Source: an optimization exercise on an open RTL-to-GDS flow (aim: small area and a short achievable clock period). Production flows keep margins and buffers that such runs may drop.
In this exercise RTL edits were held to simulation tests only and were not proved equivalent to the original.

==> flow/design.v (excerpt) <==
module fpu_addmul(
  input  wire        clk,
  input  wire        op,      
  input  wire [31:0] s,
  input  wire [31:0] t,
  output wire [31:0] d
);
clock: 13.0 ns
lec_check: 0
cap_margin: 10
core_margin: 2
core_utilization: 40
cts_buf_list: sky130_fd_sc_hd__clkbuf_4 sky130_fd_sc_hd__clkbuf_8
slew_margin: 10
synth_hierarchical: 1
tns_end_percent: 5
standard.sh (not shown) runs the stock make flow with config.mk's settings and CLKGATE_MAP_FILE= SYNTH_SCRIPT=/design/flow/synth_recipe.tcl, a recipe that flattens the netlist after the stock synthesis.
==> flow/flow/run.sh <==
#!/bin/bash
set -euo pipefail
export SETUP_SLACK_MARGIN=7
export BUFFER_PORTS_ARGS="-buffer_cell sky130_fd_sc_hd__buf_2"
bash standard.sh > standard.log 2>&1
==> next run, changes <==
Settings changed: CAP_MARGIN 10 to 20, SLEW_MARGIN 10 to 20, TNS_END_PERCENT 5 to not set.
=> Non-clock buffer count grows by 37; worst hold slack improves by 0.019 ns; via count grows by 0.73%; die area stays the same; register-to-register slack improves by 0.09 ns; synthesized cell count does not change; area after synthesis is unchanged; first-iteration DRC count grows by 3.6%; setup slack improves by 0.091 ns; final cell count increases by 0.76%.
==> next run, changes <==
--- a/flow/flow/run.sh
+++ b/flow/flow/run.sh
@@ -3 +3 @@
-export SETUP_SLACK_MARGIN=7
+export SETUP_SLACK_MARGIN=6.5
Settings changed: TNS_END_PERCENT set to 5.
Worst setup slack loses 0.75 ns.
First-iteration DRC count came out lower by 3.1%.
Flip-flop and latch count stays the same.
Non-clock buffer count came out lower by 61.
Final cell count came out lower by 1.3%.
==> next run, changes <==
--- a/flow/flow/run.sh
+++ b/flow/flow/run.sh
@@ -3 +3 @@
-export SETUP_SLACK_MARGIN=6.5
+export SETUP_SLACK_MARGIN=7
Settings changed: CAP_MARGIN 20 to 5, SLEW_MARGIN 20 to 5.
Global-route usage grows by 0.40 points. Setup slack gets better by 0.66 ns. Clock skew grows by 0.0042 ns.

========
Setup of the previous run:
fpu_addmul again, from the RTL that the note above started with.
Settings: LEC_CHECK=0, CAP_MARGIN=20, CORE_MARGIN=2, CORE_UTILIZATION=40, CTS_BUF_LIST=sky130_fd_sc_hd__clkbuf_4 sky130_fd_sc_hd__clkbuf_8, SLEW_MARGIN=20, SYNTH_HIERARCHICAL=1, TNS_END_PERCENT=20; clock period 13.0 ns.
==> flow/flow/run.sh <==
#!/bin/bash
set -euo pipefail
export SETUP_SLACK_MARGIN=7
export BUFFER_PORTS_ARGS="-buffer_cell sky130_fd_sc_hd__buf_2"
bash standard.sh > standard.log 2>&1
#### Input delta (the current run over the previous run)
- a change of TNS_END_PERCENT from 20 to 5
--- outcome ---
Compared to the previous run, the current run has final cell count 27 lower.
Min post-synthesis to final-layout area growth across the previous run and the current run: the current run
From the previous run to the current run the numbers moved as follows: final area fell about 1.5%, time the final worst path needs with I/O delays and setup rose 0.038 ns.
The current run vs. the previous run: worst clock skew on the final layout level, setup slack moved down, number of global-route vias before repair level.

========
## maple
fpu_addmul again, from the RTL that the note above started with.
export LEC_CHECK = 0
export CAP_MARGIN = 20
export CORE_MARGIN = 2
export CORE_UTILIZATION = 40
export CTS_BUF_LIST = sky130_fd_sc_hd__clkbuf_4 sky130_fd_sc_hd__clkbuf_8
export SLEW_MARGIN = 20
export SYNTH_HIERARCHICAL = 1
export TNS_END_PERCENT = 1
create_clock -name core_clock -period 13.0 [get_ports {clk}]
Scripts as last shown in full above: flow/flow/run.sh
maple closes out successfully: all stages finished, all timing, DRC and antenna checks passed.
Changes in xenon relative to maple:
==> flow/flow/run.sh <==
#!/bin/bash
set -euo pipefail
export SETUP_SLACK_MARGIN=7.25
export BUFFER_PORTS_ARGS="-buffer_cell sky130_fd_sc_hd__buf_2"
bash standard.sh > standard.log 2>&1
-- flow/config.mk --
<<< maple, line 12
export SLEW_MARGIN = 20
export SYNTH_HIERARCHICAL = 1
export TNS_END_PERCENT = 1
>>> xenon, line 12
export SLEW_MARGIN = 20
export SYNTH_HIERARCHICAL = 1
export TNS_END_PERCENT = 5
[summary]
- The final layout from xenon, which completed every stage, passed the timing, DRC and antenna checks at the end of the flow.
- Compared with maple, xenon shows normalized max-slew margin lower by 7.5 points.
- xenon against maple: hold slack fell by 0.030 ns; worst setup slack fell 0.013 ns.
- Relative to maple, the final area measured on xenon has increased by a few percent.
> inputs changed (xenon -> nickel)
==> flow/flow/run.sh <==
#!/bin/bash
set -euo pipefail
export SETUP_SLACK_MARGIN=7.5
export BUFFER_PORTS_ARGS="-buffer_cell sky130_fd_sc_hd__buf_2"
bash standard.sh > standard.log 2>&1
--- outcome ---
Going from xenon to nickel, worst slack on hold paths grows by 0.013 ns. xenon vs nickel, type of the worst setup path: register to register vs input port to register. Max-slew headroom at the worst pin: nickel > xenon. nickel vs xenon — depth of the most critical reg-to-reg path rose 2. [nickel vs xenon] utilization: higher in nickel. Routed wire length: nickel vs xenon up about 1.6%. Summary of nickel over xenon: post-detailed-placement half-perimeter wirelength closely matched the old numbers, wire length per cell held. Looking only at layout overhead on the synthesized area, and setting everything else aside, the lower value of nickel and xenon goes to xenon. xenon → nickel: synthesized cell count closely matched the old numbers, worst setup slack increased by 0.16 ns relative to the old numbers.
Inputs modified between nickel and pepper:
==> flow/flow/run.sh <==
#!/bin/bash
set -euo pipefail
export SETUP_SLACK_MARGIN=7
export BUFFER_PORTS_ARGS="-buffer_cell sky130_fd_sc_hd__buf_2"
bash standard.sh > standard.log 2>&1
-- flow/config.mk --
<<< nickel, line 9
export CORE_MARGIN = 2
export CORE_UTILIZATION = 40
export CTS_BUF_LIST = sky130_fd_sc_hd__clkbuf_4 sky130_fd_sc_hd__clkbuf_8
export SLEW_MARGIN = 20
export SYNTH_HIERARCHICAL = 1
>>> pepper, line 9
export CORE_MARGIN = 2
export CORE_UTILIZATION = 40
export SLEW_MARGIN = 20
export SYNTH_HIERARCHICAL = 1
### Flow results
- pepper vs nickel, wire length after detailed routing went down by about 5.5%.
- The final reports for pepper and nickel show cell area after layout lower in the former.
- Between nickel and pepper, maximum frequency decreased.

-- separate check: timing with driven ports --
No port has a modelled driver above. Below, the same layouts with a new extraction and two added sets of constraints.
Step 1: set_driving_cell puts a clkbuf_16 on clk and a buf_2 on each other input, an assumption about the parent block.
Step 2 times the ports against the registers' clock, not the clock port: input delays grow and output delays shrink by t, the midpoint of the rising clock arrivals with the driver on.
Slacks: ideal ports / drivers / drivers and shift; pairs: ideal ports / drivers.
run	t (ns)	setup WS [ns]	worst hold slack (ns)	worst register clock-pin slew, ns
the first run of note 1	0.566	6.990 / 6.936 / 6.678	0.636 / 0.636 / 0.636	0.11 / 0.11
the second run of note 1	0.558	7.081 / 7.068 / 6.738	0.655 / 0.655 / 0.655	0.11 / 0.11
the third run of note 1	0.536	6.328 / 6.328 / 6.328	0.642 / 0.642 / 0.642	0.10 / 0.10
the fourth run of note 1	0.566	6.990 / 6.936 / 6.678	0.636 / 0.636 / 0.636	0.11 / 0.11
the previous run	0.557	7.033 / 6.972 / 6.756	0.661 / 0.661 / 0.661	0.11 / 0.11
the current run	0.555	6.995 / 6.948 / 6.674	0.659 / 0.659 / 0.659	0.11 / 0.11
maple	0.554	6.975 / 6.937 / 6.568	0.672 / 0.672 / 0.672	0.11 / 0.11
xenon	0.559	6.962 / 6.962 / 6.644	0.642 / 0.642 / 0.642	0.12 / 0.12
nickel	0.560	7.126 / 7.086 / 6.606	0.655 / 0.655 / 0.655	0.11 / 0.11
pepper	0.512	6.899 / 6.831 / 6.761	0.659 / 0.659 / 0.659	0.08 / 0.08
After both steps setup and hold are still met in every run listed. The setup slack of nickel, which loses most, moves by -0.040 ns with the drivers and by -0.520 ns with both steps.
